From an optimization exercise on the open Yosys and OpenROAD flow, aimed at small area, a short achievable clock period and few clock cycles per item; shortcuts taken in it are not production practice. RTL that was checked went through simulation tests only; none was proved equivalent to the original. Only the layout flow was run in runs 2 to 4; the RTL was not checked for function there.

==> design/flow/flow/run.sh <==
#!/bin/bash
# The standard layout (the standard.sh: unchanged synthesis and steps),
# with the port buffers made of sky130_fd_sc_hd__buf_2 cells instead of the
# delay-buffer cells buffer_ports picks by default, and timing repair asked
# to leave a setup margin of 6.9 ns (the clock period stays 10 ns).
export BUFFER_PORTS_ARGS="-buffer_cell sky130_fd_sc_hd__buf_2"
export SETUP_SLACK_MARGIN=6.9
bash standard.sh > standard.log 2>&1
==> design/flow/standard.sh <==
#!/bin/bash
# synth_recipe.tcl (not shown) runs the flow's synth.tcl, then flattens the netlist and writes it again
# the make line also repeats each setting of config.mk as NAME=value (left out here)
make -C /OpenROAD-flow-scripts/flow DESIGN_CONFIG=/design/flow/config.mk WORK_HOME=/design/flow/orfs CLKGATE_MAP_FILE= SYNTH_SCRIPT=/design/flow/synth_recipe.tcl "${@:-finish}"
==> design/flow/config.mk <==
export PLATFORM = sky130hd
export DESIGN_NAME = fft16
export DESIGN_NICKNAME = fft16
export VERILOG_FILES = /design/flow/design.v
export SDC_FILE = /design/flow/constraint.sdc
export NUM_CORES = 4
export LEC_CHECK = 0
export CAP_MARGIN = 20
export CORE_MARGIN = 2
export CORE_UTILIZATION = 65
export CTS_BUF_LIST = sky130_fd_sc_hd__clkbuf_16
export CTS_CLUSTER_DIAMETER = 80
export CTS_CLUSTER_SIZE = 24
export PLACE_DENSITY = 0.75
export SLEW_MARGIN = 20
==> design/flow/constraint.sdc <==
create_clock -name core_clock -period 10.0 [get_ports {clk}]
set_input_delay 2.0000 -clock core_clock [delete_from_list [all_inputs] [get_ports {clk}]]
set_output_delay 2.0000 -clock core_clock [all_outputs]
set_load 0.01 [all_outputs]
==> design/flow/design.v <==
module fft_sat #(parameter W = 10) (
    input  wire signed [W-1:0] x,
    output wire signed [8:0]   y
);
wire hi = ~x[W-1] & (|x[W-2:8]);
wire lo =  x[W-1] & ~(&x[W-2:8]);
assign y = hi ? 9'sd255 : lo ? -9'sd256 : x[8:0];
endmodule
module fft_t0 (
    input  wire signed [9:0] x,
    output wire signed [8:0] y
);
wire       g  = x[6] & (|x[5:0]);
wire [9:0] hn = {{7{~x[9]}}, ~x[9:7]};
wire [9:0] z  = x + hn + {9'd0, ~g};
wire hi = ~x[9] & x[8] & (|x[7:0]);             
wire lw =  x[9] & ~x[8] & ~(&x[7:1]);           
assign y = hi ? 9'sd255 : lw ? -9'sd256 : z[8:0];
endmodule
module fft_satneg (
    input  wire signed [9:0] x,
    output wire signed [8:0] y
);
wire [8:0] nx = ~x[8:0] + 9'd1;
wire hi =  x[9] & (~x[8] | ~(|x[7:0]));         
wire lw = ~x[9] & x[8] & (|x[7:0]);              
assign y = hi ? 9'sd255 : lw ? -9'sd256 : nx;
endmodule
module fft_sdf #(parameter D = 1) (
    input  wire              clk,
    input  wire              c,
    input  wire signed [8:0] x_i,
    input  wire signed [8:0] x_q,
    output wire signed [9:0] y_i,
    output wire signed [9:0] y_q
);
reg [19:0] f [0:D-1];
wire signed [9:0] a_i = f[D-1][19:10];
wire signed [9:0] a_q = f[D-1][9:0];
wire signed [8:0] h_i = f[D-1][18:10];
wire signed [8:0] h_q = f[D-1][8:0];
wire signed [9:0] s_i = h_i + x_i;
wire signed [9:0] s_q = h_q + x_q;
wire signed [9:0] d_i = h_i - x_i;
wire signed [9:0] d_q = h_q - x_q;
wire signed [9:0] xe_i = x_i;
wire signed [9:0] xe_q = x_q;
integer k;
always @(posedge clk) begin
    f[0] <= c ? {d_i, d_q} : {xe_i, xe_q};
    for (k = 1; k < D; k = k + 1)
        f[k] <= f[k-1];
end
assign y_i = c ? s_i : a_i;
assign y_q = c ? s_q : a_q;
endmodule
module fft_swap #(parameter L = 1) (
    input  wire        clk,
    input  wire        xc,
    input  wire [17:0] d,
    output wire [17:0] q
);
reg [17:0] m [0:L-1];
integer k;
always @(posedge clk) begin
    m[0] <= xc ? m[L-1] : d;
    for (k = 1; k < L; k = k + 1)
        m[k] <= m[k-1];
end
assign q = xc ? d : m[L-1];
endmodule
module fft_tw04 (
    input  wire              n4,
    input  wire signed [9:0] u,
    input  wire signed [9:0] v,
    output wire signed [8:0] y_i,
    output wire signed [8:0] y_q
);
wire signed [8:0] a_i, a_q, b_i, b_q;
fft_t0 t_i (.x(u), .y(a_i));
fft_t0 t_q (.x(v), .y(a_q));
fft_sat #(.W(10)) s_i (.x(v), .y(b_i));
fft_satneg        s_q (.x(u), .y(b_q));
assign y_i = n4 ? b_i : a_i;
assign y_q = n4 ? b_q : a_q;
endmodule
module fft_csa #(parameter W = 19) (
    input  wire [W-1:0] x,
    input  wire [W-1:0] y,
    input  wire [W-1:0] z,
    output wire [W-1:0] s,
    output wire [W-1:0] c
);
assign s = x ^ y ^ z;
assign c = {(x[W-2:0] & y[W-2:0]) | (x[W-2:0] & z[W-2:0]) | (y[W-2:0] & z[W-2:0]), 1'b0};
endmodule
module fft_mpart #(parameter HAS_F = 1) (
    input  wire               clk,
    input  wire signed [10:0] t,
    input  wire signed [16:0] e,
    input  wire               k0,
    input  wire               k1,
    input  wire               kg,
    input  wire               kf,
    input  wire               ng,
    output reg  signed [8:0]  y
);
wire signed [18:0] te = t;
wire signed [18:0] ee = e;
wire f = HAS_F ? kf : 1'b0;
wire [7:0]  kc = k0 ? (ng ? 8'd192 : 8'd65) :
                 k1 ? (ng ? 8'd192 : 8'd64) :
                 kg ? (ng ? 8'd158 : 8'd67) :
                      (ng ? 8'd183 : 8'd65);
wire [18:0] s1 = f ? (te <<< 6) : (te <<< 7);
wire [18:0] s2 = f ? ~(te <<< 4) : kg ? ~(te <<< 5) : k0 ? ~te : 19'd0;
wire [18:0] s3 = f ? te : kg ? ~(te <<< 2) : 19'd0;
wire [18:0] s4 = f ? ee : kg ? ~te : 19'd0;
wire [18:0] a1, b1, a2, b2, r1, r2;
fft_csa c1 (.x(s1), .y(s2), .z(s3), .s(a1), .c(b1));
fft_csa c2 (.x(a1), .y(b1), .z(s4), .s(a2), .c(b2));
fft_csa c3 (.x(a2), .y(b2), .z({11'd0, kc}), .s(r1), .c(r2));
wire [4:0]  lo = {1'b0, r1[3:0]} + {1'b0, r2[3:0]};
wire [2:0]  gg = r1[6:4] & r2[6:4];
wire [2:0]  pp = r1[6:4] | r2[6:4];
reg  [10:0] h1_r, h2_r;
reg         glo_r, ghi_r, phi_r;
always @(posedge clk) begin
    h1_r  <= r1[17:7];
    h2_r  <= r2[17:7];
    glo_r <= lo[4];
    ghi_r <= gg[2] | (pp[2] & gg[1]) | (pp[2] & pp[1] & gg[0]);
    phi_r <= &pp;
end
wire        lc = ghi_r | (phi_r & glo_r);
wire [10:0] ph = h1_r + h2_r + {10'd0, lc};
wire signed [8:0] ys;
fft_sat #(.W(11)) s (.x(ph), .y(ys));
always @(posedge clk) y <= ys;
endmodule
module fft_tw2 (
    input  wire              clk,
    input  wire signed [9:0] u,
    input  wire signed [9:0] v,
    input  wire        [1:0] sel,      
    input  wire              ngq,
    input  wire        [1:0] k,        
    output wire signed [8:0] y_i,
    output wire signed [8:0] y_q
);
wire signed [10:0] s = u + v;
wire signed [10:0] d = v - u;
reg  signed [10:0] wi, wq;
always @(*) begin
    case (sel)
        2'd0:    begin wi = u; wq = v; end
        2'd1:    begin wi = v; wq = u; end
        2'd2:    begin wi = s; wq = d; end
        default: begin wi = d; wq = s; end
    endcase
end
reg signed [10:0] wi_r, wq_r;
reg               k0_r, k1_r, kg_r, ng_r;
always @(posedge clk) begin
    wi_r <= wi;
    wq_r <= ngq ? ~wq : wq;
    k0_r <= (k == 2'd0);
    k1_r <= (k == 2'd1);
    kg_r <= k[1];
    ng_r <= ngq;
end
fft_mpart #(.HAS_F(0)) m_i (.clk(clk), .t(wi_r), .e(17'sd0), .k0(k0_r), .k1(k1_r), .kg(kg_r), .kf(1'b0),
                            .ng(1'b0), .y(y_i));
fft_mpart #(.HAS_F(0)) m_q (.clk(clk), .t(wq_r), .e(17'sd0), .k0(k0_r), .k1(k1_r), .kg(kg_r), .kf(1'b0),
                            .ng(ng_r), .y(y_q));
endmodule
module fft_tw3 (
    input  wire              clk,
    input  wire signed [9:0] ai,
    input  wire signed [9:0] aq,
    input  wire              gen,      
    input  wire              sgi,      
    input  wire              ngi,
    input  wire              ngq,
    input  wire        [1:0] k,        
    output wire signed [8:0] y_i,
    output wire signed [8:0] y_q
);
wire signed [9:0]  bi = gen ? aq : 10'sd0;
wire signed [9:0]  bq = gen ? ai : 10'sd0;
wire signed [10:0] ti = sgi ? ai - bi : ai + bi;
wire signed [10:0] tq = sgi ? aq + bq : aq - bq;
wire signed [9:0]  ani = ngi ? ~ai : ai;
wire signed [9:0]  anq = ngq ? ~aq : aq;
wire signed [16:0] ei = (ani <<< 6) + (ani <<< 2) + ani;
wire signed [16:0] eq = (anq <<< 6) + (anq <<< 2) + anq;
reg signed [10:0] ti_r, tq_r;
reg signed [16:0] ei_r, eq_r;
reg               k0_r, k1_r, kg_r, kf_r, ngi_r, ngq_r;
always @(posedge clk) begin
    ti_r  <= ngi ? ~ti : ti;
    tq_r  <= ngq ? ~tq : tq;
    ei_r  <= ei;
    eq_r  <= eq;
    k0_r  <= (k == 2'd0);
    k1_r  <= (k == 2'd1);
    kg_r  <= (k == 2'd2);
    kf_r  <= (k == 2'd3);
    ngi_r <= ngi;
    ngq_r <= ngq;
end
fft_mpart m_i (.clk(clk), .t(ti_r), .e(ei_r), .k0(k0_r), .k1(k1_r), .kg(kg_r), .kf(kf_r), .ng(ngi_r), .y(y_i));
fft_mpart m_q (.clk(clk), .t(tq_r), .e(eq_r), .k0(k0_r), .k1(k1_r), .kg(kg_r), .kf(kf_r), .ng(ngq_r), .y(y_q));
endmodule
module fft16 (
    input  wire              clk,
    input  wire              rst_n,
    input  wire              start,
    input  wire signed [8:0] din_i,
    input  wire signed [8:0] din_q,
    output wire              ready,
    output wire              dout_valid,
    output wire signed [8:0] dout_i,
    output wire signed [8:0] dout_q
);
localparam OFF_M1 = 1;             
localparam OFF_W1 = 3;             
localparam OFF_S2 = 10;            
localparam OFF_M2 = 12;            
localparam OFF_W2 = 16;            
localparam OFF_S3 = 18;            
localparam OFF_M3 = 20;            
localparam OFF_S4 = 24;            
localparam OFF_Y4 = 27;            
localparam Q  = OFF_Y4 / 16;
localparam SM = OFF_Y4 % 16;
reg  [3:0] cnt;
reg        ready_r;
reg        dv_r;
reg  [Q+1:0] hist;                 
wire       acc    = start & (cnt == 4'd15);    
wire [3:0] cnt_n  = cnt + 4'd1;
wire [Q+1:0] hist_n = (cnt == 4'd15) ? {hist[Q:0], acc} : hist;
wire       dv_n   = (cnt_n >= SM) ? hist_n[Q] : hist_n[Q+1];
always @(posedge clk or negedge rst_n) begin
    if (!rst_n) begin
        cnt     <= 4'd0;
        hist    <= {(Q+2){1'b0}};
    end else begin
        cnt     <= cnt_n;
        hist    <= hist_n;
    end
end
always @(posedge clk) begin
    ready_r <= rst_n & (cnt == 4'd14);
    dv_r    <= rst_n & dv_n;
end
assign ready      = ready_r;
assign dout_valid = dv_r;
wire [3:0] nw1 = cnt_n - OFF_W1;
wire [3:0] ns2 = cnt_n - OFF_S2;
wire [3:0] nw2 = cnt_n - OFF_W2;
wire [3:0] ns3 = cnt_n - OFF_S3;
wire [3:0] ns4 = cnt_n - OFF_S4;
wire [3:0] m1  = cnt - OFF_M1;     
wire [3:0] m2  = cnt - OFF_M2;
wire [3:0] m3  = cnt - OFF_M3;
reg c1, xc1, c2, xc2, c3, c4;
always @(posedge clk) begin
    c1  <= cnt_n[0];
    xc1 <= nw1[3] & ~nw1[0];
    c2  <= ns2[1];
    xc2 <= nw2[2] & ~nw2[1];
    c3  <= ns3[1];
    c4  <= ns4[0];
end
reg signed [8:0] x0_i, x0_q;
always @(posedge clk) begin
    x0_i <= din_i;
    x0_q <= din_q;
end
wire signed [9:0] b1_i, b1_q;
fft_sdf #(.D(1)) u_s1 (.clk(clk), .c(c1), .x_i(x0_i), .x_q(x0_q), .y_i(b1_i), .y_q(b1_q));
reg signed [9:0] o1_i, o1_q;
reg              o1_n4;
always @(posedge clk) begin
    o1_i  <= b1_i;
    o1_q  <= b1_q;
    o1_n4 <= m1[0] & m1[1];
end
wire signed [8:0] y1_i_c, y1_q_c;
fft_tw04 u_tw1 (.n4(o1_n4), .u(o1_i), .v(o1_q), .y_i(y1_i_c), .y_q(y1_q_c));
reg signed [8:0] y1_i, y1_q;
always @(posedge clk) begin
    y1_i <= y1_i_c;
    y1_q <= y1_q_c;
end
wire [17:0] w1;
fft_swap #(.L(7)) u_w1 (.clk(clk), .xc(xc1), .d({y1_i, y1_q}), .q(w1));
wire signed [9:0] b2_i, b2_q;
fft_sdf #(.D(2)) u_s2 (.clk(clk), .c(c2), .x_i(w1[17:9]), .x_q(w1[8:0]), .y_i(b2_i), .y_q(b2_q));
wire       p2_2 = m2[2], p2_1 = m2[1], p2_0 = m2[3];
reg signed [9:0] o2_i, o2_q;
reg        [1:0] o2_sel, o2_k;
reg              o2_ngq;
always @(posedge clk) begin
    o2_i   <= b2_i;
    o2_q   <= b2_q;
    o2_sel <= p2_2 ? {p2_0, p2_1} : 2'd0;
    o2_ngq <= p2_2 & p2_1;
    o2_k   <= p2_2 ? (p2_0 ? 2'd2 : {1'b0, p2_1}) : 2'd0;
end
wire signed [8:0] y2_i, y2_q;
fft_tw2 u_tw2 (.clk(clk), .u(o2_i), .v(o2_q), .sel(o2_sel), .ngq(o2_ngq), .k(o2_k), .y_i(y2_i), .y_q(y2_q));
wire [17:0] w2;
fft_swap #(.L(2)) u_w2 (.clk(clk), .xc(xc2), .d({y2_i, y2_q}), .q(w2));
wire signed [9:0] b3_i, b3_q;
fft_sdf #(.D(2)) u_s3 (.clk(clk), .c(c3), .x_i(w2[17:9]), .x_q(w2[8:0]), .y_i(b3_i), .y_q(b3_q));
wire [2:0] n3  = m3[0] ? {m3[1], m3[2], m3[3]} : 3'd0;
wire       k3  = (n3[1:0] == 2'd3);
wire       g3  = (n3[1:0] != 2'd0);
wire       sw3 = n3[2] ^ k3;             
reg signed [9:0] o3_i, o3_q;
reg              o3_gen, o3_sgi, o3_ngi, o3_ngq;
reg        [1:0] o3_k;
always @(posedge clk) begin
    o3_i   <= sw3 ? b3_q : b3_i;
    o3_q   <= sw3 ? b3_i : b3_q;
    o3_gen <= g3;
    o3_sgi <= n3[2];
    o3_ngi <= n3[2] & k3;
    o3_ngq <= n3[2] | k3;
    o3_k   <= g3 ? {1'b1, n3[0]} : {1'b0, n3[2]};
end
wire signed [8:0] y3_i, y3_q;
fft_tw3 u_tw3 (.clk(clk), .ai(o3_i), .aq(o3_q), .gen(o3_gen), .sgi(o3_sgi),
               .ngi(o3_ngi), .ngq(o3_ngq), .k(o3_k), .y_i(y3_i), .y_q(y3_q));
wire signed [9:0] b4_i, b4_q;
fft_sdf #(.D(1)) u_s4 (.clk(clk), .c(c4), .x_i(y3_i), .x_q(y3_q), .y_i(b4_i), .y_q(b4_q));
reg signed [9:0] o4_i, o4_q;
always @(posedge clk) begin
    o4_i <= b4_i;
    o4_q <= b4_q;
end
wire signed [8:0] y4_i_c, y4_q_c;
fft_t0 u_t4i (.x(o4_i), .y(y4_i_c));
fft_t0 u_t4q (.x(o4_q), .y(y4_q_c));
reg signed [8:0] y4_i, y4_q;
always @(posedge clk) begin
    y4_i <= y4_i_c;
    y4_q <= y4_q_c;
end
assign dout_i = y4_i;
assign dout_q = y4_q;
endmodule
==> results of run 1 <==
## worst register-to-register path, stage by stage (launching register included)
cell and delay [ns]:
dfxtp_4 0.39, buf_12 0.16, nand2b_2 0.36, o21ai_1 0.29, inv_1 0.19, fa_1 0.54, inv_1 0.06, fa_1 0.43
xnor2_1 0.24, xnor2_1 0.18, xor2_1 0.15
## metal layers
layer	vias up	track usage	share of wire
li1	13500	-	-
met2	513	0.422	0.47
met1	12600	0.331	0.47
met3	135	0.0270	0.037
met5	-	0	0
met4	0	0.0567	0.022
## worst max path at each step
stage / end / depth (start not counted) / startpoint
3_3_place_gp: u_tw3.m_q.ghi_r / 11 / u_tw3.kf_r
2_1_floorplan: u_tw3.ei_r[15] / 13 / o3_ngi
4_1_cts: ready / 1 / ready_r
5_1_grt: u_tw3.m_q.h1_r[10] / 10 / u_tw3.kf_r
6_report: ready / 1 / ready_r
3_5_place_dp: u_tw3.m_q.ghi_r / 11 / u_tw3.kf_r
## final cells by class
cell class	instances	area, µm²	share of cell area
clock buffer	40	1000	0.0251
clock inverter	21	251	0.00630
inverter	416	1570	0.0394
multi-input combinational	2802	22100	0.552
sequential	663	13400	0.335
tap	756	946	0.0237
timing repair buffer	84	732	0.0183
## flip-flops by register name, indices dropped and copies added, names as in the netlist, 17 cells and up
signal and cells:
u_s1.f 20, u_s2.f 40, u_s3.f 40, u_s4.f 20, u_tw3.ei_r 17, u_tw3.eq_r 17, u_w1.m 126, u_w2.m 36
## cell usage in the layout (no fill, tap or decap), drive strengths merged, types with 13 or more instances in the layout
cell type	count
a211oi	21
a21boi	14
a21o	36
a21oi	328
a31o	15
a31oi	27
and2	22
and3	15
buf	78
clkbuf	45
dfxtp	656
fa	152
ha	374
inv	421
mux2	68
mux2i	47
mux4	14
nand2	207
nand2b	87
nand3	47
nand4	17
nor2	313
nor2b	69
nor3	61
nor3b	13
o211ai	19
o21a	33
o21ai	265
o21bai	32
o31ai	20
or3	42
xnor2	192
xor2	95
## Yosys cell counts, types with 19 or more instances
cell type / count / area (µm²)
a21oi_1: 326 / 1630
and2_1: 21 / 131
fa_1: 152 / 3040
xor2_1: 95 / 832
buf_1: 31 / 116
xnor2_1: 192 / 1680
o21a_1: 33 / 248
nand2b_1: 82 / 513
nand3_1: 47 / 235
inv_1: 412 / 1550
dfxtp_1: 656 / 13100
ha_1: 374 / 4680
nor2b_1: 69 / 432
o211ai_1: 19 / 143
o21bai_1: 31 / 233
o31ai_1: 19 / 143
a21o_1: 34 / 255
or3_1: 41 / 257
mux2_2: 68 / 766
clkbuf_1: 93 / 349
nor2_1: 312 / 1170
nand2_1: 207 / 777
a31oi_1: 27 / 169
a211oi_1: 21 / 158
mux2i_1: 47 / 470
o21ai_0: 250 / 1250
nor3_1: 61 / 305
## kinds of logic after synthesis
logic type                 Yosys count
AOI/OAI and AO/OA                  930
xor gates and xnor gates           287
DFF                                663
buffers and inverters              556
other                                1
adders and majority gates          528
muxes                              129
and+or+nand+nor                    922
## per-stage QoR
stage / util / hold WS [ns]
2_1_floorplan: - / 0.310
3_3_place_gp: 0.671 / 0.310
3_5_place_dp: 0.671 / 0.312
4_1_cts: 0.696 / 0.321
5_1_grt: 0.706 / 0.333
6_report: 0.706 / 0.322
## repair_timing
item / 4_1_cts / 5_1_grt
buffers inserted: 3 / 25
gates cloned: 3 / 7
gates resized for setup: 38 / 83
setup endpoints to repair: 82 / 60
pin swaps: 1 / 18
==> metrics.md, run 1 <==
| Metric | Value |
|---|---|
| Run status | finished clean |
| Max_cap viols | 0 |
| Compound-cell area share of the yosys netlist | 0.152 |
| Hold_buf cts | 0 |
| Detailed Route Iter0 Violations | 1582 |
| Antenna cells | 0 |
| Worst Hold Depth | 0 |
| Depth of the CTS H-tree | 2 |
| Yosys warns | 13 |
| RSZ-0062 raised after global routing | true |
| Filler cell count | 4425 |
| TritonCTS clock tree | built |
| Initial Utilization | 0.659 |
| Die Ht | 244 µm |
| DRT antenna net count | 0 |
| Mux cell area share after synthesis | 0.0416 |
| Synth async-reset ratio | 0.0106 |
| Vias | 26800 |
| Main synth FF type | dfxtp_1 |
| Pin count of the biggest net entering global routing | 91 |
| First-pass GRT wire length | 122000 µm |
| Fin worst setup slack | 6.91 ns |
| Ports | 41 |
| Synthesized area per cell | 9.29 µm² |
| Tcrit/Tclk final | 0.309 |
| Synthesis-stage register bit count | 663 |
| CP top delay family | flip-flops |
| Clock Root Buffer | clkbuf_16 |
| Final HPWL from detailed placement | 53900 µm |
| Post-synthesis cell type count | 82 |
| Final Setup Violations | 0 |
| Placed Area | 38000 µm² |
| Netlist Area Pre-Place | 37300 µm² |
| Core area | 56600 µm² |
| CTS sink count | 663 |
| Routed wire per std cell | 15.5 µm |
| Post-Synth Adder-Cell Area | 0.208 |
| # rows | 87 |
| Total GRT Usage | 0.245 |
| Hold_sp | u_w1.m[5][15] |
| Buffers added on ports | 40 |
| CP max stage delay | 0.37 ns |
| Clock buffer depth | 3 |
| Setup slack at placement | 6.16 ns |
| Clock Skew | 0.0309 ns |
| Worst slew margin | 0.361 |
| Startpoint Class | register |
| EDFF count, synth | 0 |
| Worst EP required | 8.00 ns |
| Final Hold Violating Endpoints | 0 |
| Initial antenna violation count | 0 |
| Crit path DAT | 1.09 ns |
| CTS clk-pin slew, worst paths | 0.09 ns |
| Cells after DPL | 4683 |
| Via count of the first global-routing pass | 25600 |
| Pins Over Slew Limit | 0 |
| Post-synthesis cell count | 4016 |
| Total Neg Setup Slack | 0 ns |
| Simple-gate area share of the yosys netlist | 0.118 |
| Class of the most critical hold timing path | register to register |
| Layout cells sized above 1 | 0.0862 |
| Vias per inst | 5.60 |
| Critical path buffers and inverters | 1 |
| CTS buffer count | 39 |
| Layout area overhead | 7.08% |
| CP Capture Type | output pin |
| Worst Hold End | u_w1.m[6][15] |
| Worst-path maximum fanout | 1 |
| Die area | 59300 µm² |
| DRT Pass-1 Iters | 9 |
| R2R Path End | u_tw3.m_q.h1_r[10] |
| Slowest-stage cell, CP | dfxtp_4 |
| CP Class | register to output pin |
| Reg2reg path depth | 10 |
| RD Place Congestion | 0.883 |
| Worst R2R Setup Slack | 6.97 ns |
| Max Freq | 323 MHz |
| Crit-path cells | buf_6 |
| DRC Markers | 0 |
| Main combinational cell family by area after synthesis | adder cells |
| Routed WL | 73900 µm |
| Clk Latency, worst-skew pair | 0.60 ns |
| Final #Nets | 4553 |
| Grt total ovfl | 0 |
| Slew at the pin closest to its max-slew limit | 0.957 ns |
| Fin cells | 4782 |
| Post-Layout Inst Area | 39900 µm² |
| Xor and xnor fraction of the mapped netlist area | 0.0674 |
| Min Clock Period, post-route | 3.09 ns |
| Die Width | 244 µm |
| RR Startpoint | u_tw3.kf_r |
| Register area share after synthesis | 0.357 |
Testbench counts, summed over its fixed seeds: cycles 6,368, frames 384.
==> inputs of run 2 (changes only) <==
--- a/design/flow/design.v
+++ b/design/flow/design.v
@@ -224,13 +224,14 @@
     output wire signed [8:0] dout_q
 );
-localparam OFF_M1 = 1;             
-localparam OFF_W1 = 3;             
-localparam OFF_S2 = 10;            
-localparam OFF_M2 = 12;            
-localparam OFF_W2 = 16;            
-localparam OFF_S3 = 18;            
-localparam OFF_M3 = 20;            
-localparam OFF_S4 = 24;            
-localparam OFF_Y4 = 27;            
+localparam OFF_S1 = 15;            
+localparam OFF_M1 = 0;             
+localparam OFF_W1 = 2;             
+localparam OFF_S2 = 9;             
+localparam OFF_M2 = 11;            
+localparam OFF_W2 = 15;            
+localparam OFF_S3 = 17;            
+localparam OFF_M3 = 19;            
+localparam OFF_S4 = 23;            
+localparam OFF_Y4 = 26;            
 localparam Q  = OFF_Y4 / 16;
 localparam SM = OFF_Y4 % 16;
@@ -258,4 +259,5 @@
 assign ready      = ready_r;
 assign dout_valid = dv_r;
+wire [3:0] ns1 = cnt_n - OFF_S1;
 wire [3:0] nw1 = cnt_n - OFF_W1;
 wire [3:0] ns2 = cnt_n - OFF_S2;
@@ -268,5 +270,5 @@
 reg c1, xc1, c2, xc2, c3, c4;
 always @(posedge clk) begin
-    c1  <= cnt_n[0];
+    c1  <= ns1[0];
     xc1 <= nw1[3] & ~nw1[0];
     c2  <= ns2[1];
@@ -275,11 +277,6 @@
     c4  <= ns4[0];
 end
-reg signed [8:0] x0_i, x0_q;
-always @(posedge clk) begin
-    x0_i <= din_i;
-    x0_q <= din_q;
-end
 wire signed [9:0] b1_i, b1_q;
-fft_sdf #(.D(1)) u_s1 (.clk(clk), .c(c1), .x_i(x0_i), .x_q(x0_q), .y_i(b1_i), .y_q(b1_q));
+fft_sdf #(.D(1)) u_s1 (.clk(clk), .c(c1), .x_i(din_i), .x_q(din_q), .y_i(b1_i), .y_q(b1_q));
 reg signed [9:0] o1_i, o1_q;
 reg              o1_n4;
--- a/design/flow/config.mk
+++ b/design/flow/config.mk
@@ -10,6 +10,6 @@
 export CORE_UTILIZATION = 65
 export CTS_BUF_LIST = sky130_fd_sc_hd__clkbuf_16
-export CTS_CLUSTER_DIAMETER = 80
-export CTS_CLUSTER_SIZE = 24
+export CTS_CLUSTER_DIAMETER = 100
+export CTS_CLUSTER_SIZE = 30
 export PLACE_DENSITY = 0.75
 export SLEW_MARGIN = 20
==> run 2 against run 1 <==
Compared with the run above: sequential share of layout area down 0.38 points; highest routed layer unchanged; maximum frequency is 1.9% lower; synthesized cell count fell by 2.6%; register-to-register slack barely moved; count of clock-buffer cells in the layout down 12; die area shrank 1.9%; clock skew decreased by 0.0034 ns; via count fell by 3.5%.
==> metrics.md, run 2 <==
| Metric | Value |
|---|---|
| DRT antenna net count | 0 (unchanged) |
| EDFF count, synth | 0 (unchanged) |
| Most frequent cells in the layout | dfxtp_1, inv_1, ha_1, a21oi_1, nor2_1 (unchanged) |
| Final Setup Violations | 0 (unchanged) |
| Final #Nets | 4452 (was 4553) |
| CTS sink count | 645 (was 663) |
| Slowest-stage cell, CP | fa_2 (was dfxtp_4) |
| Most flop-heavy register | u_w1.m (unchanged) |
| Detailed Route Iter0 Violations | 1472 (was 1582) |
| Initial Utilization | 0.660 (was 0.659) |
| Antenna cells | 0 (unchanged) |
| Max reg flops | 126 (unchanged) |
| Die Width | 241 µm (was 244 µm) |
| Vias | 25800 (was 26800) |
| Max_cap viols | 0 (unchanged) |
| Worst-path maximum fanout | 3 (was 1) |
| Main synth FF type | dfxtp_1 (unchanged) |
| Final HPWL from detailed placement | 52500 µm (was 53900 µm) |
| Final Hold Violating Endpoints | 0 (unchanged) |
| Clock Skew | 0.0276 ns (was 0.0309 ns) |
| Total GRT Usage | 0.245 (about the same) |
| Register area share after synthesis | 0.354 (was 0.357) |
| TritonCTS clock tree | built (unchanged) |
| Hold_buf cts | 0 (unchanged) |
| Vias per inst | 5.54 (was 5.60) |
| CTS buffer count | 28 (was 39) |
| CP max stage delay | 0.35 ns (was 0.37 ns) |
| CP Capture Type | register (was output pin) |
| Total Neg Setup Slack | 0 ns (unchanged) |
| Grt total ovfl | 0 (unchanged) |
| RSZ-0062 raised after global routing | true (unchanged) |
| Clk Latency, worst-skew pair | 0.62 ns (was 0.60 ns) |
| First-pass GRT wire length | 118000 µm (was 122000 µm) |
| Run status | finished clean (unchanged) |
| Crit path DAT | 3.65 ns (was 1.09 ns) |
| Synthesis-stage register bit count | 645 (was 663) |
| Buffers added on ports | 40 (unchanged) |
| Yosys warns | 13 (unchanged) |
| Layout cells sized above 1 | 0.0982 (was 0.0862) |
| Die Ht | 241 µm (was 244 µm) |
| CP Class | input port to register (was register to output pin) |
| DRC Markers | 0 (unchanged) |
| Initial antenna violation count | 0 (unchanged) |
| Worst slew margin | 0.405 (was 0.361) |
| Pins Over Slew Limit | 0 (unchanged) |
| Top Registers | u_w1.m (126), u_s2.f (40), u_s3.f (40) (unchanged) |
| Synth async-reset ratio | 0.0109 (was 0.0106) |
| Post-synthesis cell count | 3911 (was 4016) |
| Most frequent cell after synthesis | dfxtp_1 (unchanged) |
| # rows | 86 (was 87) |
| Clock buffer depth | 3 (unchanged) |
| Startpoint Class | input port (was register) |
| CTS clk-pin slew, worst paths | 0.11 ns (was 0.09 ns) |
| Class of the most critical hold timing path | register to register (unchanged) |
| DRT Pass-1 Iters | 5 (was 9) |
| Depth of the CTS H-tree | 1 (was 2) |
| Largest cells by area after synthesis | dfxtp_1, ha_1, fa_1 (unchanged) |
| CP top delay family | compound AO/OA/AOI/OAI gates (was flip-flops) |
| Core area | 55400 µm² (was 56600 µm²) |
| Max Freq | 317 MHz (was 323 MHz) |
| Layout area overhead | 7.46% (was 7.08%) |
| Yosys top cell by area | dfxtp_1 (unchanged) |
| Filler cell count | 4247 (was 4425) |
| Post-synthesis cell type count | 87 (was 82) |
| Synthesized area per cell | 9.36 µm² (was 9.29 µm²) |
| Commonest non-fill, non-tap cell in the layout | dfxtp_1 (unchanged) |
| Netlist Area Pre-Place | 36600 µm² (was 37300 µm²) |
| Routed wire per std cell | 15.5 µm (about the same) |
| Most frequent CP cell | a21oi_1 |
| Clock Root Buffer | clkbuf_16 (unchanged) |
| Critical path buffers and inverters | 2 (was 1) |
| Crit-path cells | buf_8 -> ha_4 -> fa_2 -> inv_1 -> a21oi_1 -> o21bai_1 -> a21oi_1 -> o21bai_1 -> a21oi_1 -> a211o_1 (was buf_6) |
| Pin count of the biggest net entering global routing | 97 (was 91) |
| Die area | 58200 µm² (was 59300 µm²) |
| Slew at the pin closest to its max-slew limit | 0.892 ns (was 0.957 ns) |
| Tcrit/Tclk final | 0.315 (was 0.309) |
| Routed WL | 72100 µm (was 73900 µm) |
| RD Place Congestion | 0.887 (was 0.883) |
| Min Clock Period, post-route | 3.15 ns (was 3.09 ns) |
| Synth top area share | 0.349 (was 0.352) |
| Worst EP required | 10.50 ns (was 8.00 ns) |
| Ports | 41 (unchanged) |
| Via count of the first global-routing pass | 24700 (was 25600) |
| Most frequent cells after synthesis | dfxtp_1, inv_1, ha_1, a21oi_1, nor2_1 (unchanged) |
[run 2: changes by cell type after synthesis, moves of 14 or more]
cell / change
a211oi_1: -15
a21o_1: +15
dfxtp_1: -18
nor2_1: -56
o21ai_0: -15
o21ai_1: +29
o21bai_1: +31
or3_1: -20
xor2_1: +14
[run 2: final timing paths]
path                              startpoint             end  slack (ns)  cells past startpoint
max                                 din_q[0]    u_s1.f[0][8]        6.85                     10
min reg2reg                     u_s2.f[0][4]    u_s2.f[1][4]        0.31                      0
max in group asynchronous              rst_n          cnt[0]        8.51                      1
max reg2reg                u_tw3.m_i.h1_r[0]  u_tw3.m_i.y[2]        6.97                     11
min                             u_s2.f[0][4]    u_s2.f[1][4]        0.31                      0
min in group asynchronous              rst_n         hist[2]        1.24                      1
[run 2: kinds of logic (layout without fill, tap and decap cells)]
| family | count (synthesis) | in the layout | synth area share |
|---|---|---|---|
| xor+xnor | 310 | 310 | 0.0742 |
| fa+ha+maj | 530 | 530 | 0.212 |
| other cells | 1 | 2 | 0.000102 |
| mux | 132 | 132 | 0.0436 |
| simple gates | 796 | 800 | 0.104 |
| flops | 645 | 645 | 0.354 |
| buf+inv | 554 | 558 | 0.0570 |
| compound gates | 943 | 943 | 0.155 |
[run 2: repair_timing]
action / 4_1_cts / 5_1_grt
pin swaps: 18 / 27
gates resized for setup: 55 / 112
endpoints found under the setup margin: 94 / 91
hold endpoints to repair: 0 / 0
gates cloned: 4 / 5
setup buffers: 4 / 30
[run 2: area by class of cell]
class,instances,area (µm²),share of cell area
clock buffers,28,701,0.0178
clock inverters,19,173,0.00439
inverters,422,1640,0.0418
multi-input cells,2717,22000,0.560
flip-flops and latches,645,13000,0.331
well taps,748,936,0.0238
repair buffers,89,836,0.0213
[run 2: per-stage QoR]
| step | cell area (µm²) | instances | hold WS [ns] | setup WS (ns) | util |
|---|---|---|---|---|---|
| 2_1_floorplan | 36800 | 3912 | 0.310 | 6.48 | - |
| 3_3_place_gp | 37500 | 4578 | 0.310 | 6.12 | 0.677 |
| 3_5_place_dp | 37500 | 4578 | 0.312 | 6.11 | 0.677 |
| 4_1_cts | 38700 | 4633 | 0.308 | 6.86 | 0.698 |
| 5_1_grt | 39300 | 4668 | 0.305 | 6.76 | 0.710 |
| 6_report | 39300 | 4668 | 0.306 | 6.85 | 0.710 |
[run 2: worst register-to-register path, delay by kind of cell (launching register included)]
family	cells	cell delay, ns
flops	1	0.32
simple gates	3	0.65
buf+inv	1	0.05
compound gates	3	0.52
fa+ha+maj	2	0.90
mux	2	0.52
[run 2: metal layers]
metal | wire length [µm] | vias up | track usage | share of wire
met5 | 0 | - | 0 | 0
met4 | 1600 | 0 | 0.0591 | 0.022
met3 | 2340 | 97 | 0.0205 | 0.032
met2 | 34600 | 450 | 0.431 | 0.48
met1 | 33600 | 12200 | 0.327 | 0.47
li1 | - | 13100 | - | -
==> inputs of run 3 (changes only) <==
--- a/design/flow/design.v
+++ b/design/flow/design.v
@@ -111,8 +111,8 @@
 wire [7:0]  kc = k0 ? (ng ? 8'd192 : 8'd65) :
                  k1 ? (ng ? 8'd192 : 8'd64) :
-                 kg ? (ng ? 8'd158 : 8'd67) :
+                 kg ? (ng ? 8'd157 : 8'd66) :
                       (ng ? 8'd183 : 8'd65);
-wire [18:0] s1 = f ? (te <<< 6) : (te <<< 7);
-wire [18:0] s2 = f ? ~(te <<< 4) : kg ? ~(te <<< 5) : k0 ? ~te : 19'd0;
+wire [18:0] s1 = (f | kg) ? (te <<< 6) : (te <<< 7);
+wire [18:0] s2 = f ? ~(te <<< 4) : kg ? (te <<< 5) : k0 ? ~te : 19'd0;
 wire [18:0] s3 = f ? te : kg ? ~(te <<< 2) : 19'd0;
 wire [18:0] s4 = f ? ee : kg ? ~te : 19'd0;
@@ -224,6 +224,5 @@
     output wire signed [8:0] dout_q
 );
-localparam OFF_S1 = 15;            
-localparam OFF_M1 = 0;             
+localparam OFF_M1 = 1;             
 localparam OFF_W1 = 2;             
 localparam OFF_S2 = 9;             
@@ -233,5 +232,5 @@
 localparam OFF_M3 = 19;            
 localparam OFF_S4 = 23;            
-localparam OFF_Y4 = 26;            
+localparam OFF_Y4 = 25;            
 localparam Q  = OFF_Y4 / 16;
 localparam SM = OFF_Y4 % 16;
@@ -259,5 +258,4 @@
 assign ready      = ready_r;
 assign dout_valid = dv_r;
-wire [3:0] ns1 = cnt_n - OFF_S1;
 wire [3:0] nw1 = cnt_n - OFF_W1;
 wire [3:0] ns2 = cnt_n - OFF_S2;
@@ -265,10 +263,11 @@
 wire [3:0] ns3 = cnt_n - OFF_S3;
 wire [3:0] ns4 = cnt_n - OFF_S4;
-wire [3:0] m1  = cnt - OFF_M1;     
+wire [3:0] nm1 = cnt_n - OFF_M1;   
 wire [3:0] m2  = cnt - OFF_M2;
 wire [3:0] m3  = cnt - OFF_M3;
-reg c1, xc1, c2, xc2, c3, c4;
+reg c1, n41, xc1, c2, xc2, c3, c4;
 always @(posedge clk) begin
-    c1  <= ns1[0];
+    c1  <= cnt_n[0];
+    n41 <= nm1[0] & nm1[1];           
     xc1 <= nw1[3] & ~nw1[0];
     c2  <= ns2[1];
@@ -277,15 +276,13 @@
     c4  <= ns4[0];
 end
-wire signed [9:0] b1_i, b1_q;
-fft_sdf #(.D(1)) u_s1 (.clk(clk), .c(c1), .x_i(din_i), .x_q(din_q), .y_i(b1_i), .y_q(b1_q));
-reg signed [9:0] o1_i, o1_q;
-reg              o1_n4;
-always @(posedge clk) begin
-    o1_i  <= b1_i;
-    o1_q  <= b1_q;
-    o1_n4 <= m1[0] & m1[1];
+reg signed [8:0] x0_i, x0_q;
+always @(posedge clk) begin
+    x0_i <= din_i;
+    x0_q <= din_q;
 end
+wire signed [9:0] b1_i, b1_q;
+fft_sdf #(.D(1)) u_s1 (.clk(clk), .c(c1), .x_i(x0_i), .x_q(x0_q), .y_i(b1_i), .y_q(b1_q));
 wire signed [8:0] y1_i_c, y1_q_c;
-fft_tw04 u_tw1 (.n4(o1_n4), .u(o1_i), .v(o1_q), .y_i(y1_i_c), .y_q(y1_q_c));
+fft_tw04 u_tw1 (.n4(n41), .u(b1_i), .v(b1_q), .y_i(y1_i_c), .y_q(y1_q_c));
 reg signed [8:0] y1_i, y1_q;
 always @(posedge clk) begin
@@ -335,12 +332,7 @@
 wire signed [9:0] b4_i, b4_q;
 fft_sdf #(.D(1)) u_s4 (.clk(clk), .c(c4), .x_i(y3_i), .x_q(y3_q), .y_i(b4_i), .y_q(b4_q));
-reg signed [9:0] o4_i, o4_q;
-always @(posedge clk) begin
-    o4_i <= b4_i;
-    o4_q <= b4_q;
-end
 wire signed [8:0] y4_i_c, y4_q_c;
-fft_t0 u_t4i (.x(o4_i), .y(y4_i_c));
-fft_t0 u_t4q (.x(o4_q), .y(y4_q_c));
+fft_t0 u_t4i (.x(b4_i), .y(y4_i_c));
+fft_t0 u_t4q (.x(b4_q), .y(y4_q_c));
 reg signed [8:0] y4_i, y4_q;
 always @(posedge clk) begin
--- a/design/flow/config.mk
+++ b/design/flow/config.mk
@@ -9,7 +9,7 @@
 export CORE_MARGIN = 2
 export CORE_UTILIZATION = 65
-export CTS_BUF_LIST = sky130_fd_sc_hd__clkbuf_16
-export CTS_CLUSTER_DIAMETER = 100
-export CTS_CLUSTER_SIZE = 30
+export CTS_BUF_LIST = sky130_fd_sc_hd__clkbuf_8 sky130_fd_sc_hd__clkbuf_16
+export CTS_CLUSTER_DIAMETER = 60
+export CTS_CLUSTER_SIZE = 16
 export PLACE_DENSITY = 0.75
 export SLEW_MARGIN = 20
==> run 3 against run 2 <==
Compared with the run above: still clean on timing, DRC and antenna; non-clock buffer count is 119 higher; hold slack better by 0.012 ns; area after synthesis is 3.0% higher; critical path type is now register to register; largest cell class unchanged; highest routed layer unchanged.
==> metrics.md, run 3 <==
| Metric | Value |
|---|---|
| Slowest-stage cell, CP | ha_1 (was fa_2) |
| Most flop-heavy register | u_w1.m (unchanged) |
| Max Freq | 252 MHz (was 317 MHz) |
| Detailed Route Iter0 Violations | 2018 (was 1472) |
| Layout cells sized above 1 | 0.167 (was 0.0982) |
| R2R Path End | y1_i[8] (was u_tw3.m_i.y[2]) |
| Core area | 57500 µm² (was 55400 µm²) |
| CP top delay family | compound AO/OA/AOI/OAI gates (unchanged) |
| Hold_buf cts | 0 (unchanged) |
| # rows | 88 (was 86) |
| DRT antenna net count | 0 (unchanged) |
| Most frequent cells after synthesis | dfxtp_1, inv_1, ha_1, a21oi_1, o21ai_0 (was dfxtp_1, inv_1, ha_1, a21oi_1, nor2_1) |
| Total Neg Setup Slack | 0 ns (unchanged) |
| Die Ht | 245 µm (was 241 µm) |
| DRC Markers | 0 (unchanged) |
| Clock Root Buffer | clkbuf_16 (unchanged) |
| Commonest non-fill, non-tap cell in the layout | dfxtp_1 (unchanged) |
| Top Registers | u_w1.m (126), u_s2.f (40), u_s3.f (40) (unchanged) |
| Synthesis-stage register bit count | 624 (was 645) |
| CTS clk-pin slew, worst paths | 0.07 ns (was 0.11 ns) |
| Grt total ovfl | 0 (unchanged) |
| Yosys warns | 13 (unchanged) |
| Clk Latency, worst-skew pair | 0.62 ns (about the same) |
| Max_cap viols | 0 (unchanged) |
| First-pass GRT wire length | 137000 µm (was 118000 µm) |
| Final Hold Violating Endpoints | 0 (unchanged) |
| Synth top area share | 0.328 (was 0.349) |
| CTS buffer count | 54 (was 28) |
| Buffers added on ports | 40 (unchanged) |
| End of the critical path | y1_i[8] (was u_s1.f[0][8]) |
| Min Clock Period, post-route | 3.97 ns (was 3.15 ns) |
| Layout area overhead | 14.9% (was 7.46%) |
| Filler cell count | 4020 (was 4247) |
| Worst EP required | 10.51 ns (was 10.50 ns) |
| CP Capture Type | register (unchanged) |
| Crit path DAT | 4.48 ns (was 3.65 ns) |
| WP depth | 18 (was 10) |
| Clock buffer depth | 3 (unchanged) |
| Register area share after synthesis | 0.332 (was 0.354) |
| Worst slew margin | 0.330 (was 0.405) |
| Netlist Area Pre-Place | 37700 µm² (was 36600 µm²) |
| Via count of the first global-routing pass | 27700 (was 24700) |
| Clock Skew | 0.0247 ns (was 0.0276 ns) |
| Hold_sp | u_w1.m[5][2] (was u_s2.f[0][4]) |
| Crit-path cells | inv_1 -> ha_1 -> inv_1 -> nor2_1 -> a22oi_1 -> and2_4 -> inv_2 -> o31a_1 -> inv_2 -> fa_2 -> fa_2 -> a21o_1 -> a21oi_2 -> o21ai_2 -> o41ai_2 -> xor2_1 -> nand2_2 -> a22o_1 (was buf_8 -> ha_4 -> fa_2 -> inv_1 -> a21oi_1 -> o21bai_1 -> a21oi_1 -> o21bai_1 -> a21oi_1 -> a211o_1) |
| Most frequent cell after synthesis | dfxtp_1 (unchanged) |
| Final Setup Violations | 0 (unchanged) |
| CP Class | register to register (was input port to register) |
| Vias per inst | 5.78 (was 5.54) |
| RR Startpoint | x0_i[6] (was u_tw3.m_i.h1_r[0]) |
| Vias | 29000 (was 25800) |
| Class of the most critical hold timing path | register to register (unchanged) |
| Synthesized area per cell | 9.16 µm² (was 9.36 µm²) |
| Final HPWL from detailed placement | 57700 µm (was 52500 µm) |
| Run status | finished clean (unchanged) |
| Initial Utilization | 0.656 (was 0.660) |
| Worst R2R Setup Slack | 6.03 ns (was 6.97 ns) |
| Synth async-reset ratio | 0.0112 (was 0.0109) |
| Pin count of the biggest net entering global routing | 69 (was 97) |
| Post-synthesis cell type count | 94 (was 87) |
| Ports | 41 (unchanged) |
| Max reg flops | 126 (unchanged) |
| Main synth FF type | dfxtp_1 (unchanged) |
| Startpoint Class | register (was input port) |
| Initial antenna violation count | 4 (was 0) |
| EDFF count, synth | 0 (unchanged) |
| Most frequent cells in the layout | dfxtp_1, inv_1, ha_1, nor2_1, nand2_1 (was dfxtp_1, inv_1, ha_1, a21oi_1, nor2_1) |
| Depth of the CTS H-tree | 2 (was 1) |
| Final Core Density | 0.753 (was 0.710) |
| Pins Over Slew Limit | 0 (unchanged) |
| Yosys top cell by area | dfxtp_1 (unchanged) |
| Die Width | 245 µm (was 241 µm) |
| Critical path buffers and inverters | 4 (was 2) |
| Largest cells by area after synthesis | dfxtp_1, ha_1, fa_1 (unchanged) |
| Total GRT Usage | 0.276 (was 0.245) |
| Final #Nets | 4789 (was 4452) |
| CP max stage delay | 0.37 ns (was 0.35 ns) |
| Slew at the pin closest to its max-slew limit | 0.996 ns (was 0.892 ns) |
| RD Place Congestion | 0.880 (was 0.887) |
| Worst-path maximum fanout | 6 (was 3) |
| RSZ-0062 raised after global routing | true (unchanged) |
| Die area | 59900 µm² (was 58200 µm²) |
| Routed wire per std cell | 17.3 µm (was 15.5 µm) |
| Reg2reg path depth | 18 (was 11) |
| TritonCTS clock tree | built (unchanged) |
| Post-synthesis cell count | 4113 (was 3911) |
| CTS sink count | 624 (was 645) |
| Tcrit/Tclk final | 0.397 (was 0.315) |
| Routed WL | 86900 µm (was 72100 µm) |
| CP startpoint | x0_i[6] (was din_q[0]) |
| DRT Pass-1 Iters | 8 (was 5) |
-- run 3: cell types whose count changed after synthesis, sizes merged, moves of 21 or more --
cell | previous run | this run
a21oi | 346 | 271
nand2 | 204 | 247
inv | 420 | 457
nor3 | 68 | 98
buf | 26 | 47
dfxtp | 638 | 617
o21ai | 289 | 268
-- run 3: layout make-up --
cell class                 count  area, µm²  share of cell area
tap                          765        957              0.0221
inverter                     457       1750              0.0404
multi-input combinational   2884      24300               0.562
sequential                   624      12600               0.291
timing repair buffer         208       1980              0.0458
clock buffer                  56       1380              0.0318
clock inverter                32        259             0.00598
antenna                        1       2.50           0.0000578
-- run 3: metal layers --
metal  track usage  vias up  part of all wire
met2         0.458      769              0.47
met5             0        -                 0
met3        0.0440      175             0.056
met1         0.373    13900              0.45
met4        0.0798        0             0.027
li1              -    14200                 -
-- run 3: how the worst min path moves through the flow --
| stage | end | slack, ns | cells past startpoint |
|---|---|---|---|
| 2_1_floorplan | u_s2.f[1][0] | 0.31 | 0 |
| 3_3_place_gp | u_s2.f[1][9] | 0.31 | 0 |
| 3_5_place_dp | u_s2.f[1][15] | 0.31 | 0 |
| 4_1_cts | u_s2.f[1][18] | 0.32 | 0 |
| 5_1_grt | u_w1.m[3][1] | 0.32 | 0 |
| 6_report | u_w1.m[6][2] | 0.32 | 0 |
-- run 3: cell families after synthesis --
family,share of synthesized area
adder cells (fa/ha/maj),0.211
AND/OR/NAND/NOR,0.121
AO/OA/AOI/OAI,0.162
flip-flops,0.332
XOR/XNOR,0.0651
buffers and inverters,0.0623
multiplexers,0.0459
other,0.000199
-- run 3: repair_timing --
item,4_1_cts,5_1_grt
cloned,13,5
setup endpoints to repair,144,117
resized for setup,179,211
setup buffers,83,59
pin swaps,101,92
-- run 3: metrics by stage --
| stage | std cells | area [µm²] | setup WS, ns | hold WS (ns) |
|---|---|---|---|---|
| floorplan | 4116 | 38100 | 6.20 | 0.310 |
| global placement | 4778 | 38600 | 5.65 | 0.310 |
| detailed placement | 4778 | 38600 | 5.56 | 0.312 |
| CTS | 4962 | 41900 | 6.09 | 0.316 |
| global route | 5026 | 43300 | 5.87 | 0.319 |
| finish | 5027 | 43300 | 6.03 | 0.318 |
==> inputs of run 4 (changes only) <==
--- a/design/flow/design.v
+++ b/design/flow/design.v
@@ -113,26 +113,27 @@
                  kg ? (ng ? 8'd157 : 8'd66) :
                       (ng ? 8'd183 : 8'd65);
-wire [18:0] s1 = (f | kg) ? (te <<< 6) : (te <<< 7);
-wire [18:0] s2 = f ? ~(te <<< 4) : kg ? (te <<< 5) : k0 ? ~te : 19'd0;
-wire [18:0] s3 = f ? te : kg ? ~(te <<< 2) : 19'd0;
-wire [18:0] s4 = f ? ee : kg ? ~te : 19'd0;
-wire [18:0] a1, b1, a2, b2, r1, r2;
+wire [18:0] s1 = ({19{f | kg}} & (te <<< 6)) | ({19{~(f | kg)}} & (te <<< 7)) | {13'd0, kc[5:0]};
+wire [18:0] s2 = ({19{f}} & ~(te <<< 4)) | ({19{kg}} & (te <<< 5)) | ({19{k0}} & ~te);
+wire [18:0] s3 = ({19{f}} & te) | ({19{kg}} & ~(te <<< 2));
+wire [18:0] s4 = ({19{f}} & ee) | ({19{kg}} & ~te);
+wire [18:0] a1, b1, r1, r2;
 fft_csa c1 (.x(s1), .y(s2), .z(s3), .s(a1), .c(b1));
-fft_csa c2 (.x(a1), .y(b1), .z(s4), .s(a2), .c(b2));
-fft_csa c3 (.x(a2), .y(b2), .z({11'd0, kc}), .s(r1), .c(r2));
-wire [4:0]  lo = {1'b0, r1[3:0]} + {1'b0, r2[3:0]};
-wire [2:0]  gg = r1[6:4] & r2[6:4];
-wire [2:0]  pp = r1[6:4] | r2[6:4];
+fft_csa c2 (.x(a1), .y(b1), .z(s4), .s(r1), .c(r2));
+wire [6:0]  gg = r1[6:0] & r2[6:0];
+wire [6:0]  pp = r1[6:0] ^ r2[6:0];
+wire        c6 = gg[5] | (pp[5] & gg[4]) | (&pp[5:4] & gg[3]) | (&pp[5:3] & gg[2])
+               | (&pp[5:2] & gg[1]) | (&pp[5:1] & gg[0]);
+wire        c7 = gg[6] | (pp[6] & c6);
+wire [1:0]  lc = {1'b0, c7} + {1'b0, kc[6] & (pp[6] ^ c6)};
 reg  [10:0] h1_r, h2_r;
-reg         glo_r, ghi_r, phi_r;
+reg  [1:0]  lc_r;
+reg         k7_r;
 always @(posedge clk) begin
-    h1_r  <= r1[17:7];
-    h2_r  <= r2[17:7];
-    glo_r <= lo[4];
-    ghi_r <= gg[2] | (pp[2] & gg[1]) | (pp[2] & pp[1] & gg[0]);
-    phi_r <= &pp;
+    h1_r <= r1[17:7];
+    h2_r <= r2[17:7];
+    lc_r <= lc;
+    k7_r <= kc[7];
 end
-wire        lc = ghi_r | (phi_r & glo_r);
-wire [10:0] ph = h1_r + h2_r + {10'd0, lc};
+wire [10:0] ph = h1_r + h2_r + ({9'd0, lc_r} + {10'd0, k7_r});
 wire signed [8:0] ys;
 fft_sat #(.W(11)) s (.x(ph), .y(ys));
@@ -225,12 +226,12 @@
 );
 localparam OFF_M1 = 1;             
-localparam OFF_W1 = 2;             
-localparam OFF_S2 = 9;             
-localparam OFF_M2 = 11;            
-localparam OFF_W2 = 15;            
-localparam OFF_S3 = 17;            
-localparam OFF_M3 = 19;            
-localparam OFF_S4 = 23;            
-localparam OFF_Y4 = 25;            
+localparam OFF_W1 = 3;             
+localparam OFF_S2 = 10;            
+localparam OFF_M2 = 12;            
+localparam OFF_W2 = 16;            
+localparam OFF_S3 = 18;            
+localparam OFF_M3 = 20;            
+localparam OFF_S4 = 24;            
+localparam OFF_Y4 = 27;            
 localparam Q  = OFF_Y4 / 16;
 localparam SM = OFF_Y4 % 16;
@@ -239,5 +240,5 @@
 reg        dv_r;
 reg  [Q+1:0] hist;                 
-wire       acc    = start & (cnt == 4'd15);    
+wire       acc    = start & ready_r;
 wire [3:0] cnt_n  = cnt + 4'd1;
 wire [Q+1:0] hist_n = (cnt == 4'd15) ? {hist[Q:0], acc} : hist;
@@ -246,14 +247,14 @@
     if (!rst_n) begin
         cnt     <= 4'd0;
+        ready_r <= 1'b0;
+        dv_r    <= 1'b0;
         hist    <= {(Q+2){1'b0}};
     end else begin
         cnt     <= cnt_n;
+        ready_r <= (cnt == 4'd14);
+        dv_r    <= dv_n;
         hist    <= hist_n;
     end
 end
-always @(posedge clk) begin
-    ready_r <= rst_n & (cnt == 4'd14);
-    dv_r    <= rst_n & dv_n;
-end
 assign ready      = ready_r;
 assign dout_valid = dv_r;
@@ -263,11 +264,10 @@
 wire [3:0] ns3 = cnt_n - OFF_S3;
 wire [3:0] ns4 = cnt_n - OFF_S4;
-wire [3:0] nm1 = cnt_n - OFF_M1;   
+wire [3:0] m1  = cnt - OFF_M1;     
 wire [3:0] m2  = cnt - OFF_M2;
 wire [3:0] m3  = cnt - OFF_M3;
-reg c1, n41, xc1, c2, xc2, c3, c4;
+reg c1, xc1, c2, xc2, c3, c4;
 always @(posedge clk) begin
     c1  <= cnt_n[0];
-    n41 <= nm1[0] & nm1[1];           
     xc1 <= nw1[3] & ~nw1[0];
     c2  <= ns2[1];
@@ -283,6 +283,13 @@
 wire signed [9:0] b1_i, b1_q;
 fft_sdf #(.D(1)) u_s1 (.clk(clk), .c(c1), .x_i(x0_i), .x_q(x0_q), .y_i(b1_i), .y_q(b1_q));
+reg signed [9:0] o1_i, o1_q;
+reg              o1_n4;
+always @(posedge clk) begin
+    o1_i  <= b1_i;
+    o1_q  <= b1_q;
+    o1_n4 <= m1[0] & m1[1];
+end
 wire signed [8:0] y1_i_c, y1_q_c;
-fft_tw04 u_tw1 (.n4(n41), .u(b1_i), .v(b1_q), .y_i(y1_i_c), .y_q(y1_q_c));
+fft_tw04 u_tw1 (.n4(o1_n4), .u(o1_i), .v(o1_q), .y_i(y1_i_c), .y_q(y1_q_c));
 reg signed [8:0] y1_i, y1_q;
 always @(posedge clk) begin
@@ -332,7 +339,12 @@
 wire signed [9:0] b4_i, b4_q;
 fft_sdf #(.D(1)) u_s4 (.clk(clk), .c(c4), .x_i(y3_i), .x_q(y3_q), .y_i(b4_i), .y_q(b4_q));
+reg signed [9:0] o4_i, o4_q;
+always @(posedge clk) begin
+    o4_i <= b4_i;
+    o4_q <= b4_q;
+end
 wire signed [8:0] y4_i_c, y4_q_c;
-fft_t0 u_t4i (.x(b4_i), .y(y4_i_c));
-fft_t0 u_t4q (.x(b4_q), .y(y4_q_c));
+fft_t0 u_t4i (.x(o4_i), .y(y4_i_c));
+fft_t0 u_t4q (.x(o4_q), .y(y4_q_c));
 reg signed [8:0] y4_i, y4_q;
 always @(posedge clk) begin
--- a/design/flow/config.mk
+++ b/design/flow/config.mk
@@ -8,8 +8,7 @@
 export CAP_MARGIN = 20
 export CORE_MARGIN = 2
-export CORE_UTILIZATION = 65
-export CTS_BUF_LIST = sky130_fd_sc_hd__clkbuf_8 sky130_fd_sc_hd__clkbuf_16
+export CORE_UTILIZATION = 55
+export CTS_BUF_LIST = sky130_fd_sc_hd__clkbuf_8
 export CTS_CLUSTER_DIAMETER = 60
 export CTS_CLUSTER_SIZE = 16
-export PLACE_DENSITY = 0.75
 export SLEW_MARGIN = 20
==> run 4 against run 3 <==
Compared with the run above: critical path depth is 4 lower; register-to-register slack better by 0.16 ns; count of clock-buffer cells in the layout is 8 higher; clock skew is 0.0085 ns higher; hold slack better by 0.0091 ns; setup slack better by 0.16 ns; non-clock buffer count is 86 lower; via count is 6.0% lower; global-route usage is 4.4 points lower; critical path type unchanged.
==> metrics.md, run 4 <==
| Metric | Value |
|---|---|
| Register area share after synthesis | 0.356 (was 0.332) |
| First-pass GRT wire length | 135000 µm (was 137000 µm) |
| Post-Layout Inst Area | 41300 µm² (was 43300 µm²) |
| Commonest non-fill, non-tap cell in the layout | dfxtp_1 (unchanged) |
| Detailed Route Iter0 Violations | 1571 (was 2018) |
| Total Neg Setup Slack | 0 ns (unchanged) |
| FF+latch area | 13400 µm² (was 12600 µm²) |
| Pin count of the biggest net entering global routing | 81 (was 69) |
| Clock Root Buffer | clkbuf_8 (was clkbuf_16) |
| Crit path DAT | 4.42 ns (was 4.48 ns) |
| Worst-path maximum fanout | 5 (was 6) |
| Filler cell count | 5724 (was 4020) |
| Die Width | 265 µm (was 245 µm) |
| Max Freq | 263 MHz (was 252 MHz) |
| # rows | 95 (was 88) |
| Initial Utilization | 0.556 (was 0.656) |
| Netlist Area Pre-Place | 37400 µm² (was 37700 µm²) |
| Depth of the CTS H-tree | 2 (unchanged) |
| CP Class | register to register (unchanged) |
| RSZ-0062 raised after global routing | true (unchanged) |
| Pins Over Slew Limit | 0 (unchanged) |
| Layout cells sized above 1 | 0.126 (was 0.167) |
| Hold_buf cts | 0 (unchanged) |
| CTS buffer count | 59 (was 54) |
| Final Hold Violating Endpoints | 0 (unchanged) |
| Most frequent cell after synthesis | dfxtp_1 (unchanged) |
| Area of the multi-input gates | 22800 µm² (was 24300 µm²) |
| Routed wire per std cell | 16.9 µm (was 17.3 µm) |
| Largest cells by area after synthesis | dfxtp_1, ha_1, fa_1 (unchanged) |
| Via count of the first global-routing pass | 27300 (was 27700) |
| Most frequent cells in the layout | dfxtp_1, inv_1, ha_1, a21oi_1, nor2_1 (was dfxtp_1, inv_1, ha_1, nor2_1, nand2_1) |
| Synth top area share | 0.350 (was 0.328) |
| Worst Hold Depth | 0 (unchanged) |
| Clock buffer depth | 3 (unchanged) |
| Slew at the pin closest to its max-slew limit | 0.931 ns (was 0.996 ns) |
| DRT antenna net count | 0 (unchanged) |
| Post-synthesis cell type count | 84 (was 94) |
| Total GRT Usage | 0.232 (was 0.276) |
| Placed Area | 38400 µm² (was 38600 µm²) |
| Final #Nets | 4581 (was 4789) |
| Reg2reg path depth | 14 (was 18) |
| Main synth FF type | dfxtp_1 (unchanged) |
| TritonCTS clock tree | built (unchanged) |
| CP Capture Type | register (unchanged) |
| Min Clock Period, post-route | 3.81 ns (was 3.97 ns) |
| Worst EP required | 10.61 ns (was 10.51 ns) |
| Grt total ovfl | 0 (unchanged) |
| Post-synthesis cell count | 3974 (was 4113) |
| Most flop-heavy register | u_w1.m (unchanged) |
| Worst slew margin | 0.374 (was 0.330) |
| Synth async-reset ratio | 0.0136 (was 0.0112) |
| Cells after DPL | 4764 (was 4778) |
| Vias | 27300 (was 29000) |
| Synthesized area per cell | 9.41 µm² (was 9.16 µm²) |
| Final Setup Violations | 0 (unchanged) |
| Buffers added on ports | 40 (unchanged) |
| DRC Markers | 0 (unchanged) |
| Core area | 67300 µm² (was 57500 µm²) |
| RD Place Congestion | 0.862 (was 0.880) |
| Ports | 41 (unchanged) |
| Max reg flops | 126 (unchanged) |
| Die area | 70100 µm² (was 59900 µm²) |
| CTS clk-pin slew, worst paths | 0.10 ns (was 0.07 ns) |
| Synthesis-stage register bit count | 662 (was 624) |
| Clock Skew | 0.0331 ns (was 0.0247 ns) |
| Yosys warns | 13 (unchanged) |
| Fin cells | 4937 (was 5027) |
| Run status | finished clean (unchanged) |
| Layout area overhead | 10.6% (was 14.9%) |
| Startpoint Class | register (unchanged) |
| DRT Pass-1 Iters | 6 (was 8) |
| Most frequent cells after synthesis | dfxtp_1, inv_1, ha_1, a21oi_1, nor2_1 (was dfxtp_1, inv_1, ha_1, a21oi_1, o21ai_0) |
| Final HPWL from detailed placement | 60200 µm (was 57700 µm) |
| Class of the most critical hold timing path | register to register (unchanged) |
| Vias per inst | 5.53 (was 5.78) |
| Die Ht | 265 µm (was 245 µm) |
| CTS sink count | 662 (was 624) |
| Max_cap viols | 0 (unchanged) |
| Initial antenna violation count | 1 (was 4) |
| Top Registers | u_w1.m (126), u_s2.f (40), u_s3.f (40) (unchanged) |
| Routed WL | 83400 µm (was 86900 µm) |
| Clk Latency, worst-skew pair | 0.73 ns (was 0.62 ns) |
| Tcrit/Tclk final | 0.381 (was 0.397) |
| Yosys top cell by area | dfxtp_1 (unchanged) |
| EDFF count, synth | 0 (unchanged) |
-- run 4: kinds of logic (layout without fill, tap and decap cells) --
family,Yosys count,in the layout,share of synthesized area
muxes,154,154,0.0467
buffers and inverters,538,626,0.0543
and+or+nand+nor,897,897,0.114
other,0,1,0
xor gates and xnor gates,288,288,0.0678
DFF,662,662,0.356
AOI/OAI and AO/OA,897,898,0.150
adders and majority gates,538,538,0.212
-- run 4: worst paths after layout --
path / startpoint / endpoint / slack, ns
min in group asynchronous: rst_n / cnt[0] / 1.15
worst max-delay path: u_tw3.kg_r / u_tw3.m_q.lc_r[0] / 6.19
worst min register to register: u_s3.f[0][12] / u_s3.f[1][12] / 0.33
max in group asynchronous: rst_n / cnt[2] / 8.60
worst max register to register: u_tw3.kg_r / u_tw3.m_q.lc_r[0] / 6.19
worst min-delay path: u_s3.f[0][12] / u_s3.f[1][12] / 0.33
-- run 4: what timing repair did --
item                       4_1_cts  5_1_grt
pin swaps                       37       42
setup buffers                   42       20
gates resized for setup        109      130
cloned                           5        3
setup endpoints to repair       94       94
-- run 4: per-layer routing --
layer  track usage  part of all wire
met5             0                 0
met4        0.0592             0.021
met3        0.0239             0.036
met2         0.412              0.49
met1         0.303              0.45
-- run 4: layout make-up --
type	count	area share
multi-input combinational	2775	0.551
sequential	662	0.324
inverter	402	0.0378
timing repair buffer	122	0.0289
tap	873	0.0264
clock buffer	64	0.0213
clock inverter	38	0.00978
antenna	1	0.0000605
-- run 4: worst max-delay path, stage by stage, from the launching register on --
cell and delay (ns):
dfxtp_4 0.43, ha_4 0.22, or3_4 0.33, fa_2 0.36, fa_1 0.51, inv_1 0.04
ha_1 0.28, nor4b_4 0.13, o21a_1 0.17, o21a_1 0.17, o21ai_1 0.14, nand2b_1 0.10
fa_1 0.49, and2_4 0.14, ha_4 0.19
-- run 4: through the flow --
stage | setup WS (ns) | utilization | hold WS [ns]
finish | 6.19 | 0.614 | 0.327
global route | 6.12 | 0.614 | 0.332
CTS | 6.17 | 0.603 | 0.327
detailed placement | 5.25 | 0.571 | 0.312
global placement | 5.30 | 0.571 | 0.310
floorplan | 6.31 | - | 0.310

## port drivers added, routing unchanged
In the flow no input, the clock included, has a driving cell. The finished layouts below were timed again as built, in two steps.
Step 1, drivers: a clkbuf_16 drives clk and a buf_2 each remaining input, both assumed.
Step 2 times the ports against the registers' clock, not the clock port: input delays grow and output delays shrink by t, the midpoint of the rising clock arrivals with the driver on.
a / b / c = ideal ports / drivers / drivers and shift; a / b = the first two.
run | t (ns) | setup slack, ns | worst register clock-pin slew, ns | pins driven straight from the clock port
run 1 | 0.652 | 6.906 / 6.843 / 6.970 | 0.09 / 0.09 | 1
run 2 | 0.669 | 6.846 / 6.855 / 6.187 | 0.11 / 0.11 | 1
run 3 | 0.669 | 6.028 / 6.028 / 6.028 | 0.07 / 0.07 | 1
run 4 | 0.774 | 6.192 / 6.192 / 6.192 | 0.10 / 0.10 | 1
After both steps every run listed still meets setup and hold. For run 2, which loses most, drivers alone change the setup slack by +0.009 ns; drivers and shift together by -0.659 ns.
